This is an optimization exercise on Yosys and OpenROAD, whose aim is small area, not a production implementation. In this exercise RTL edits were held to simulation tests only and were not proved equivalent to the original. Power and IR drop assume default switching activity.

==> run Y: inputs <==
// CombinedCode
module CombinedCode(clk,rst,switch, btn1, btn2,keypad_col,keypad_row, dot_row, dot_col, seven_right, led1, led2);
input clk,rst;
input switch;
input btn1, btn2;
input [3:0] keypad_col;
output [3:0] keypad_row;
output [7:0] dot_row;
output [15:0] dot_col;
output [6:0] seven_right;
output led1, led2;
function [7:0] hdig(input [5:0] j);   
  begin hdig = 0;
  case (j)
    6'd25: hdig = 8'd50;
    6'd26: hdig = 8'd100;
    6'd27: hdig = 8'd7;
    6'd28: hdig = 8'd81;
    6'd29: hdig = 8'd22;
    6'd30: hdig = 8'd130;
    6'd31: hdig = 8'd9;
    6'd32: hdig = 8'd145;
    6'd33: hdig = 8'd48;
    6'd34: hdig = 8'd64;
    6'd35: hdig = 8'd1;
    6'd36: hdig = 8'd51;
    6'd37: hdig = 8'd16;
    6'd38: hdig = 8'd4;
    6'd39: hdig = 8'd3;
    6'd40: hdig = 8'd19;
    6'd41: hdig = 8'd52;
    6'd42: hdig = 8'd102;
    6'd43: hdig = 8'd9;
    6'd44: hdig = 8'd83;
    6'd45: hdig = 8'd24;
    6'd46: hdig = 8'd132;
    6'd47: hdig = 8'd1;
    6'd48: hdig = 8'd153;
    6'd49: hdig = 8'd50;
    6'd50: hdig = 8'd66;
    6'd51: hdig = 8'd3;
    6'd52: hdig = 8'd53;
    6'd53: hdig = 8'd18;
    6'd54: hdig = 8'd0;
    6'd55: hdig = 8'd5;
    6'd56: hdig = 8'd21;
    6'd57: hdig = 8'd54;
    6'd58: hdig = 8'd104;
    6'd59: hdig = 8'd1;
    6'd60: hdig = 8'd85;
    6'd61: hdig = 8'd16;
    6'd62: hdig = 8'd134;
    6'd63: hdig = 8'd3;
    default: hdig = 8'd0;
  endcase
  ...
==> flow/config.mk <==
export PLATFORM = sky130hd
export DESIGN_NAME = CombinedCode
export DESIGN_NICKNAME = CombinedCode
export VERILOG_FILES = /design/flow/design.v
export SDC_FILE = /design/flow/constraint.sdc
export NUM_CORES = 4
export LEC_CHECK = 0
export ABC_AREA = 1
export CAP_MARGIN = 20
export CORE_MARGIN = 2
export CORE_UTILIZATION = 40
export SLEW_MARGIN = 20
==> flow/constraint.sdc <==
create_clock -name core_clock -period 8.0 [get_ports {clk}]
set_input_delay 1.6000 -clock core_clock [delete_from_list [all_inputs] [get_ports {clk}]]
set_output_delay 1.6000 -clock core_clock [all_outputs]
set_load 0.01 [all_outputs]
standard.sh (not shown) runs the stock make flow with config.mk's settings and CLKGATE_MAP_FILE= SYNTH_SCRIPT=/design/flow/synth_recipe.tcl, a recipe that flattens the netlist after the stock synthesis.
==> flow/flow/run.sh <==
#!/bin/bash
# Standard layout, except: the combinational cells of the standard synthesis are mapped again
# for area (registers untouched; the smallest of five ABC scripts' results is kept), the port
# buffers use the smallest buffer cell, and the clock tree uses mid-size buffers without dummy
# loads. Each tool's output goes to its own log here.
set -euo pipefail
export BUFFER_PORTS_ARGS="-buffer_cell sky130_fd_sc_hd__buf_1"
export CTS_ARGS="-sink_clustering_enable -repair_clock_nets -sink_clustering_size 10 -sink_clustering_max_diameter 40 -buf_list sky130_fd_sc_hd__clkbuf_4 -dont_use_dummy_load"
YOSYS=${YOSYS_EXE:-$FLOW_HOME/../tools/install/yosys/bin/yosys}
R=orfs/results/$FLOW_PLATFORM/CombinedCode/base
bash standard.sh synth > synth.log 2>&1
cp $R/1_2_yosys.v standard_synth.v
best=""; best_area=""
for s in 1 2 3 4 5; do
  mkdir -p reopt_$s
  REOPT_LIB=$FLOW_HOME/platforms/$FLOW_PLATFORM/lib/sky130_fd_sc_hd__tt_025C_1v80.lib \
  REOPT_IN=standard_synth.v REOPT_OUT=reopt_$s/netlist.v REOPT_DIR=reopt_$s REOPT_ABC=flow/reopt_$s.abc \
    $YOSYS -c flow/reopt.tcl > reopt_$s.log 2>&1 || continue
  a=$(awk '/Chip area for top module/ {print $NF}' reopt_$s/reopt_after.stat)
  if [[ -n "$a" ]] && { [[ -z "$best" ]] || awk -v a="$a" -v b="$best_area" 'BEGIN {exit !(a < b)}'; }; then
    best=$s; best_area=$a
  fi
done
echo "re-mapped netlist: script $best, area $best_area" > reopt_choice.txt
if [[ -n "$best" ]]; then cp reopt_$best/netlist.v $R/1_2_yosys.v; fi
bash standard.sh finish > layout.log 2>&1
Other scripts of this flow, unchanged in this note and not shown: flow/flow/reopt.tcl, flow/flow/reopt_1.abc, flow/flow/reopt_2.abc, flow/flow/reopt_3.abc, flow/flow/reopt_4.abc, flow/flow/reopt_5.abc
==> run D (differences from run Y) <==
CORE_UTILIZATION = 65   (was 40)
==> run_results.csv <==
group,metric,value,unit
worst_setup_path,ff2ff_setup_slack,3.63,ns
worst_setup_path,critPathMaxFanout,18,
global_route,grt_max_degree,78,
layout,instances_no_fill,1274,
global_route,grt_pass1_vias,6342,
cts,path_clk_slew,0.09,ns
power,seq_power_share,63.2,%
worst_hold_path,worstHoldStart,"rb[6][1]",
status,outcome,"timing/DRC/antenna clean",
floorplanning,start_util,40.90,%
The numbers above come from run Y.

==> run_results.csv <==
group,metric,value,unit
status,outcome,"timing/DRC/antenna clean",
worst_setup_path,critPathMaxFanout,20,
layout,instances_no_fill,1162,
layout,fillCellCount,991,
worst_hold_path,worstHoldStart,"rb[3][7]",
floorplanning,start_util,66.65,%
floorplanning,dieWidth,123.5,µm
timing,rsz0062_at_grt,"false",
global_route,grt_max_degree,76,
layout,nNonClkInverters,28,
global_route,grt_pass1_vias,7159,
power,seq_power_share,64.4,%
power,pwr-share-clk,25.8,%
timing,worstMarginPinSlew,0.9724,ns
worst_setup_path,ff2ff_setup_slack,2.82,ns
route,drtAntennaViolNets,0,
The numbers above come from run D.



==> inputs of v13 <==
CombinedCode again, from the RTL that the note above started with.
clock: 8.0 ns
lec_check: 0
abc_area: 1
cap_margin: 20
core_margin: 2
core_utilization: 40
slew_margin: 20
==> flow/flow/run.sh <==
#!/bin/bash
# Standard layout, except: the combinational cells of the standard synthesis are mapped again
# for area (registers untouched; the smallest of three ABC scripts' results is kept), the port
# buffers use the smallest buffer cell, and the clock tree uses mid-size buffers without dummy
# loads. Each tool's output goes to its own log here.
set -euo pipefail
export BUFFER_PORTS_ARGS="-buffer_cell sky130_fd_sc_hd__buf_1"
export CTS_ARGS="-sink_clustering_enable -repair_clock_nets -sink_clustering_size 10 -sink_clustering_max_diameter 40 -buf_list sky130_fd_sc_hd__clkbuf_4 -dont_use_dummy_load"
YOSYS=${YOSYS_EXE:-$FLOW_HOME/../tools/install/yosys/bin/yosys}
R=orfs/results/$FLOW_PLATFORM/CombinedCode/base
bash standard.sh synth > synth.log 2>&1
cp $R/1_2_yosys.v standard_synth.v
best=""; best_area=""
for s in 1 2 3; do
  mkdir -p reopt_$s
  REOPT_LIB=$FLOW_HOME/platforms/$FLOW_PLATFORM/lib/sky130_fd_sc_hd__tt_025C_1v80.lib \
  REOPT_IN=standard_synth.v REOPT_OUT=reopt_$s/netlist.v REOPT_DIR=reopt_$s REOPT_ABC=flow/reopt_$s.abc \
    $YOSYS -c flow/reopt.tcl > reopt_$s.log 2>&1 || continue
  a=$(awk '/Chip area for top module/ {print $NF}' reopt_$s/reopt_after.stat)
  if [[ -n "$a" ]] && { [[ -z "$best" ]] || awk -v a="$a" -v b="$best_area" 'BEGIN {exit !(a < b)}'; }; then
    best=$s; best_area=$a
  fi
done
echo "re-mapped netlist: script $best, area $best_area" > reopt_choice.txt
if [[ -n "$best" ]]; then cp reopt_$best/netlist.v $R/1_2_yosys.v; fi
bash standard.sh finish > layout.log 2>&1
==> flow/flow/reopt.tcl <==
# Area re-mapping of the standard synthesis netlist: the registers (and the tie cell) are kept
# as they are; only the combinational cells between them are mapped again, for area.
yosys -import
set lib $::env(REOPT_LIB)
set top $::env(FLOW_TOP)
read_liberty -ignore_miss_func $lib
read_verilog $::env(REOPT_IN)
hierarchy -top $top
setattr -mod -set keep_hierarchy 1 sky130_fd_sc_hd__df* sky130_fd_sc_hd__edf* sky130_fd_sc_hd__conb*
tee -o $::env(REOPT_DIR)/reopt_before.stat stat -liberty $lib
flatten
opt_clean
techmap
opt -fast
abc -liberty $lib -dont_use *probe* -dont_use *lpflow* -dont_use *clkbuf* -dont_use *clkdly* -dont_use *clkinv* -dont_use *dlygate* -dont_use *dlymetal* -script $::env(REOPT_ABC) $top
opt_clean -purge
splitnets
opt_clean -purge
insbuf -buf sky130_fd_sc_hd__buf_4 A X
hierarchy -top $top
tee -o $::env(REOPT_DIR)/reopt_after.stat stat -liberty $lib
blackbox =A:keep_hierarchy
setattr -mod -unset keep_hierarchy
write_verilog -noattr -noexpr -nohex -nodec $::env(REOPT_OUT)
==> flow/flow/reopt_1.abc <==
strash
balance -l
resub -K 6 -l
rewrite -l
resub -K 6 -N 2 -l
refactor -l
resub -K 8 -l
balance -l
resub -K 8 -N 2 -l
rewrite -l
resub -K 10 -l
rewrite -z -l
resub -K 10 -N 2 -l
balance -l
resub -K 12 -l
refactor -z -l
resub -K 12 -N 2 -l
rewrite -z -l
balance -l
&get -n
&st
&dch -f
&nf -a
&put
strash
balance -l
resub -K 6 -l
rewrite -l
resub -K 6 -N 2 -l
refactor -l
resub -K 8 -l
balance -l
resub -K 8 -N 2 -l
rewrite -l
resub -K 10 -l
rewrite -z -l
resub -K 10 -N 2 -l
balance -l
resub -K 12 -l
refactor -z -l
resub -K 12 -N 2 -l
rewrite -z -l
balance -l
&get -n
&st
&dch -f
&nf -a
&put
topo
==> flow/flow/reopt_2.abc <==
strash
balance -l
resub -K 6 -l
rewrite -l
resub -K 6 -N 2 -l
refactor -l
resub -K 8 -l
balance -l
resub -K 8 -N 2 -l
rewrite -l
resub -K 10 -l
rewrite -z -l
resub -K 10 -N 2 -l
balance -l
resub -K 12 -l
refactor -z -l
resub -K 12 -N 2 -l
rewrite -z -l
balance -l
&get -n
&st
&dch -f
&nf -a -R 1000
&put
strash
balance -l
resub -K 6 -l
rewrite -l
resub -K 6 -N 2 -l
refactor -l
resub -K 8 -l
balance -l
resub -K 8 -N 2 -l
rewrite -l
resub -K 10 -l
rewrite -z -l
resub -K 10 -N 2 -l
balance -l
resub -K 12 -l
refactor -z -l
resub -K 12 -N 2 -l
rewrite -z -l
balance -l
&get -n
&st
&dch -f
&nf -a -R 1000
&put
topo
==> flow/flow/reopt_3.abc <==
strash
balance -l
resub -K 6 -l
rewrite -l
resub -K 6 -N 2 -l
refactor -l
resub -K 8 -l
balance -l
resub -K 8 -N 2 -l
rewrite -l
resub -K 10 -l
rewrite -z -l
resub -K 10 -N 2 -l
balance -l
resub -K 12 -l
refactor -z -l
resub -K 12 -N 2 -l
rewrite -z -l
balance -l
&get -n
&st
&dch -f
&nf -a
&put
strash
balance -l
resub -K 6 -l
rewrite -l
resub -K 6 -N 2 -l
refactor -l
resub -K 8 -l
balance -l
resub -K 8 -N 2 -l
rewrite -l
resub -K 10 -l
rewrite -z -l
resub -K 10 -N 2 -l
balance -l
resub -K 12 -l
refactor -z -l
resub -K 12 -N 2 -l
rewrite -z -l
balance -l
&get -n
&st
&dch -f
&nf -a
&put
strash
balance -l
resub -K 6 -l
rewrite -l
resub -K 6 -N 2 -l
refactor -l
resub -K 8 -l
balance -l
resub -K 8 -N 2 -l
rewrite -l
resub -K 10 -l
rewrite -z -l
resub -K 10 -N 2 -l
balance -l
resub -K 12 -l
refactor -z -l
resub -K 12 -N 2 -l
rewrite -z -l
balance -l
&get -n
&st
&dch -f
&nf -a
&put
topo
==> v27 (differences from v13) <==
--- a/flow/design.v
+++ b/flow/design.v
@@ -174,11 +174,11 @@
 wire e167  = ((l167  & 8'hcf)   == 8'hc2);      
 wire e1201 = ((l1201 & 11'h2f7) == 11'h2d6);    
 wire b_end = ((l301 & 9'h0df)   == 9'h05a);     
 wire b_s0  = ((l301 & 9'h177)   == 9'h074);     
 wire b_s1  = ((l301 & 9'h0bf)   == 9'h03c);     
-always @(posedge clk or negedge rst) begin
+always @(posedge clk) begin
   if (!rst) begin
     c8 <= 3'd0;
     c3 <= 2'd0;
     l167 <= 8'ha4;
     l1201 <= 11'h7bc;
@@ -266,11 +266,11 @@
 wire spn_apply = (c8[1:0] == 2'd1) & c3_1 & ((l167 & 8'h77) == 8'h42);  
 wire rnd_mode = spn_late ? switch : pm;
 always @(posedge clk) begin
   if (spn_early) pm <= switch;
 end
-always @(posedge clk or negedge rst) begin
+always @(posedge clk) begin
   if (!rst) rnd <= 8'd1;
   else if (spn_late | spn_apply) rnd <= rnd_mode ? {rnd[6:0], rnd[7] ^ rnd[5] ^ rnd[4] ^ rnd[3]} : 8'd1;
 end
 wire [7:0] prod = rnd[6:3] * rnd[4:1];
 wire [3:0] rn = {prod[5], prod[4], rnd[7], prod[3]};
@@ -283,24 +283,21 @@
 wire col_ok = (keypad_col == 4'b1110) | (keypad_col == 4'b1101) |
               (keypad_col == 4'b1011) | (keypad_col == 4'b0111);
 wire [1:0] ci = {~keypad_col[3] | ~keypad_col[2], ~keypad_col[3] | ~keypad_col[1]};
 assign keypad_row = ~(4'b0001 << kr);
 always @(posedge clk or negedge rst) begin
-  if (!rst) begin
-    kd <= 3'd0;
-    kr <= 2'd0;
-    kv <= 1'b0;
-  end else if (!switch) begin
+  if (!rst) kr <= 2'd0;
+  else if (!switch) kr <= 2'd0;
+  else if (kev) kr <= kr + 2'd1;
+end
+always @(posedge clk) begin
+  if (!rst | !switch) begin
     kd <= 3'd0;
-    kr <= 2'd0;
     kv <= 1'b0;
   end else begin
     kd <= {kd[1:0], ~kd[2]};
-    if (kev) begin
-      kr <= kr + 2'd1;
-      if (col_ok) kv <= 1'b1;
-    end
+    if (kev & col_ok) kv <= 1'b1;
   end
 end
 always @(posedge clk) begin
   if (switch & kev & col_ok) kb <= keyid(~{kr, ci});
 end
@@ -333,11 +330,11 @@
 always @(posedge clk) begin
   if (xa | xb) xi <= {xb, c8};
 end
 wire T1 = tick_div & switch;
 wire T0 = tick_div & ~switch;
-always @(posedge clk or negedge rst) begin
+always @(posedge clk) begin
   if (!rst) begin
     m1 <= 1'b0;
     swp <= 1'b1;
     xv <= 1'b0;
   end else begin
@@ -372,13 +369,12 @@
 integer s;
 always @(*) begin
   for (s = 0; s < 16; s = s + 1)
     lit_n[s] = XP[s/4] ? (lit[s] & ~X[s]) : KP[s/4] ? (lit[s] & ~K[s]) : (lit[s] | S[s]);
 end
-always @(posedge clk or negedge rst) begin
-  if (!rst) lit <= 16'd0;
-  else if (T0) lit <= 16'd0;
+always @(posedge clk) begin
+  if (!rst | T0) lit <= 16'd0;
   else if (T1) lit <= lit_n;
 end
 reg [2:0] rd;      
 reg vm;            
 reg [3:0] cap;     
--- a/flow/flow/run.sh
+++ b/flow/flow/run.sh
@@ -1,19 +1,19 @@
 #!/bin/bash
 # Standard layout, except: the combinational cells of the standard synthesis are mapped again
-# for area (registers untouched; the smallest of three ABC scripts' results is kept), the port
+# for area (registers untouched; the smallest of five ABC scripts' results is kept), the port
 # buffers use the smallest buffer cell, and the clock tree uses mid-size buffers without dummy
 # loads. Each tool's output goes to its own log here.
 set -euo pipefail
 export BUFFER_PORTS_ARGS="-buffer_cell sky130_fd_sc_hd__buf_1"
 export CTS_ARGS="-sink_clustering_enable -repair_clock_nets -sink_clustering_size 10 -sink_clustering_max_diameter 40 -buf_list sky130_fd_sc_hd__clkbuf_4 -dont_use_dummy_load"
 YOSYS=${YOSYS_EXE:-$FLOW_HOME/../tools/install/yosys/bin/yosys}
 R=orfs/results/$FLOW_PLATFORM/CombinedCode/base
 bash standard.sh synth > synth.log 2>&1
 cp $R/1_2_yosys.v standard_synth.v
 best=""; best_area=""
-for s in 1 2 3; do
+for s in 1 2 3 4 5; do
   mkdir -p reopt_$s
   REOPT_LIB=$FLOW_HOME/platforms/$FLOW_PLATFORM/lib/sky130_fd_sc_hd__tt_025C_1v80.lib \
   REOPT_IN=standard_synth.v REOPT_OUT=reopt_$s/netlist.v REOPT_DIR=reopt_$s REOPT_ABC=flow/reopt_$s.abc \
     $YOSYS -c flow/reopt.tcl > reopt_$s.log 2>&1 || continue
   a=$(awk '/Chip area for top module/ {print $NF}' reopt_$s/reopt_after.stat)
==> flow/flow/reopt_4.abc (new file) <==
strash
balance -l
resub -K 6 -l
rewrite -l
resub -K 6 -N 2 -l
refactor -l
resub -K 8 -l
balance -l
resub -K 8 -N 2 -l
rewrite -l
resub -K 10 -l
rewrite -z -l
resub -K 10 -N 2 -l
balance -l
resub -K 12 -l
refactor -z -l
resub -K 12 -N 2 -l
rewrite -z -l
balance -l
&get -n
&st
&dch -f
&nf -a -R 1000
&put
strash
balance -l
resub -K 6 -l
rewrite -l
resub -K 6 -N 2 -l
refactor -l
resub -K 8 -l
balance -l
resub -K 8 -N 2 -l
rewrite -l
resub -K 10 -l
rewrite -z -l
resub -K 10 -N 2 -l
balance -l
resub -K 12 -l
refactor -z -l
resub -K 12 -N 2 -l
rewrite -z -l
balance -l
&get -n
&st
&dch -f
&nf -a -R 1000
&put
strash
balance -l
resub -K 6 -l
rewrite -l
resub -K 6 -N 2 -l
refactor -l
resub -K 8 -l
balance -l
resub -K 8 -N 2 -l
rewrite -l
resub -K 10 -l
rewrite -z -l
resub -K 10 -N 2 -l
balance -l
resub -K 12 -l
refactor -z -l
resub -K 12 -N 2 -l
rewrite -z -l
balance -l
&get -n
&st
&dch -f
&nf -a -R 1000
&put
topo
==> flow/flow/reopt_5.abc (new file) <==
strash
balance -l
resub -K 6 -l
rewrite -l
resub -K 6 -N 2 -l
refactor -l
resub -K 8 -l
balance -l
resub -K 8 -N 2 -l
rewrite -l
resub -K 10 -l
rewrite -z -l
resub -K 10 -N 2 -l
balance -l
resub -K 12 -l
refactor -z -l
resub -K 12 -N 2 -l
rewrite -z -l
balance -l
&get -n
&st
&dch -f
&nf -a -R 2000 -F 20 -A 20
&put
strash
balance -l
resub -K 6 -l
rewrite -l
resub -K 6 -N 2 -l
refactor -l
resub -K 8 -l
balance -l
resub -K 8 -N 2 -l
rewrite -l
resub -K 10 -l
rewrite -z -l
resub -K 10 -N 2 -l
balance -l
resub -K 12 -l
refactor -z -l
resub -K 12 -N 2 -l
rewrite -z -l
balance -l
&get -n
&st
&dch -f
&nf -a -R 2000
&put
topo
- CORE_UTILIZATION: 40 -> 65
==> v36 (differences from v13) <==
--- a/flow/design.v
+++ b/flow/design.v
@@ -258,21 +258,13 @@
 wire [2:0] hr = q[2:0] | {3{q[3]}};
 wire [7:0] g1 = glyph(d1, hr);
 wire [7:0] g2 = glyph(d2, hr);
 wire [15:0] h_col = hv ? {g2, g1} : 16'd0;
 reg [7:0] rnd;
-reg pm;            
-wire spn_late  = tick_spn & c8[1];                                      
-wire spn_early = tick_spn & ~c8[1];                                     
-wire spn_apply = (c8[1:0] == 2'd1) & c3_1 & ((l167 & 8'h77) == 8'h42);  
-wire rnd_mode = spn_late ? switch : pm;
-always @(posedge clk) begin
-  if (spn_early) pm <= switch;
-end
 always @(posedge clk or negedge rst) begin
   if (!rst) rnd <= 8'd1;
-  else if (spn_late | spn_apply) rnd <= rnd_mode ? {rnd[6:0], rnd[7] ^ rnd[5] ^ rnd[4] ^ rnd[3]} : 8'd1;
+  else if (tick_spn) rnd <= switch ? {rnd[6:0], rnd[7] ^ rnd[5] ^ rnd[4] ^ rnd[3]} : 8'd1;
 end
 wire [7:0] prod = rnd[6:3] * rnd[4:1];
 wire [3:0] rn = {prod[5], prod[4], rnd[7], prod[3]};
 wire [3:0] sel = rn;   
 reg [2:0] kd;      
@@ -305,20 +297,21 @@
   if (switch & kev & col_ok) kb <= keyid(~{kr, ci});
 end
 reg [8:0] ra [0:7];
 reg [8:0] rb [0:7];
 reg m1;            
+reg [3:0] slast;   
 reg swp;           
 reg xv;            
 reg [3:0] xi;      
 wire tw = m1 & ~quiet;
 wire [8:0] ha = swp ? 9'd0 : ra[7];
 wire [8:0] hb = swp ? 9'd0 : rb[7];
 wire nza = |ha;
 wire nzb = |hb;
-wire sta = tw & (sel == {1'b0, c8});
-wire stb = tw & (sel == {1'b1, c8});
+wire sta = tw & (slast == {1'b0, c8});
+wire stb = tw & (slast == {1'b1, c8});
 wire [8:0] na = (ha + {8'd0, tw & (nza | sta)}) | {5'd0, sta & ~nza, 1'b0, sta & ~nza, 1'b0};
 wire [8:0] nb = (hb + {8'd0, tw & (nzb | stb)}) | {5'd0, stb & ~nzb, 1'b0, stb & ~nzb, 1'b0};
 wire xa = tw & (ha == 9'd510);
 wire xb = tw & (hb == 9'd510);
 integer i;
@@ -329,10 +322,11 @@
   end
   ra[0] <= na;
   rb[0] <= nb;
 end
 always @(posedge clk) begin
+  if (tick_div) slast <= sel;
   if (xa | xb) xi <= {xb, c8};
 end
 wire T1 = tick_div & switch;
 wire T0 = tick_div & ~switch;
 always @(posedge clk or negedge rst) begin
==> flow/run.sh (new file) <==
#!/bin/bash
# synth_recipe.tcl (not shown) runs the flow's synth.tcl, then flattens the netlist and writes it again
# the make line also repeats each setting of config.mk as NAME=value (left out here)
make -C /OpenROAD-flow-scripts/flow DESIGN_CONFIG=/design/flow/config.mk WORK_HOME=/design/flow/orfs CLKGATE_MAP_FILE= SYNTH_SCRIPT=/design/flow/synth_recipe.tcl finish
- ABC_AREA: 1 -> unset
- CTS_BUF_LIST: unset -> sky130_fd_sc_hd__clkbuf_8
- CTS_CLUSTER_DIAMETER: unset -> 50
- CTS_CLUSTER_SIZE: unset -> 16
removed: flow/flow/run.sh
removed: flow/flow/reopt.tcl
removed: flow/flow/reopt_1.abc
removed: flow/flow/reopt_2.abc
removed: flow/flow/reopt_3.abc
removed: flow/standard.sh
==> comparison table <==
item                                                        v27         v13         v36
Status                                 timing/DRC/antenna clean  timing/DRC/antenna clean  timing/DRC/antenna clean
Non-clock buffer area fraction after layout             0.02053     0.01959     0.03991
Non-clock buffer instance count of the final layout          49          48          50
Buf+Inv Stages, Crit Path                                     3           1           1
Floorplan core area                                  13830 um^2  22780 um^2  26130 um^2
Busiest layer in global routing                            met2        met2        met1
Slack of the critical path                             3.119 ns    3.143 ns    2.858 ns
Power in sequential cells                               1410 uW     1380 uW     1410 uW
Startpoint of the worst setup timing path                  j[0]        j[0]        q[3]
Via count of the first global-routing pass                 7115        6321        7159
Crit path depth                                              13          11           8
DRT met1 WL                                             9248 um     9003 um    10750 um
Tapcell count                                               180         313         335
Share of power burned in registers                        0.605       0.642       0.533
Chip Width                                             122.8 um    156.6 um    167.5 um
Final std cell area, no fill                          9813 um^2  10150 um^2  11980 um^2
Sw Share                                                 0.2911      0.2542      0.2766
Startpoint of the lowest-slack hold path               ra[5][7]    rb[6][5]    ra[5][7]

[static timing again, ports no longer ideal]
No port has a modelled driver above. Below, the same layouts with a new extraction and two added sets of constraints. Step 1 assumes that a clkbuf_16 drives the clock port and a buf_2 every other input. Step 2 also shifts input and output timing later by t, the mid clock arrival at the registers, as if the neighbouring blocks saw the same clock. Slacks: ideal ports / drivers / drivers and shift; pairs: ideal ports / drivers.
| run | t (ns) | setup slack, ns | worst setup path at the end | latest minus earliest clock arrival (ns) | slew at the worst register clock pin (ns) |
|---|---|---|---|---|---|
| run Y | 0.611 | 2.952 / 2.930 / 2.930 | input to output | 0.087 / 0.087 | 0.10 / 0.10 |
| run D | 0.691 | 2.797 / 2.771 / 2.771 | input to output | 0.051 / 0.051 | 0.11 / 0.11 |
| v13 | 0.634 | 3.143 / 3.105 / 3.208 | input to output | 0.133 / 0.132 | 0.10 / 0.10 |
| v27 | 0.675 | 3.119 / 3.084 / 3.217 | input to output | 0.068 / 0.068 | 0.11 / 0.11 |
| v36 | 0.617 | 2.858 / 2.817 / 2.855 | input to output | 0.015 / 0.015 | 0.10 / 0.10 |
After both steps every run listed still meets setup and hold. For run D, which loses most, drivers alone change the setup slack by -0.026 ns; drivers and shift together by -0.026 ns.
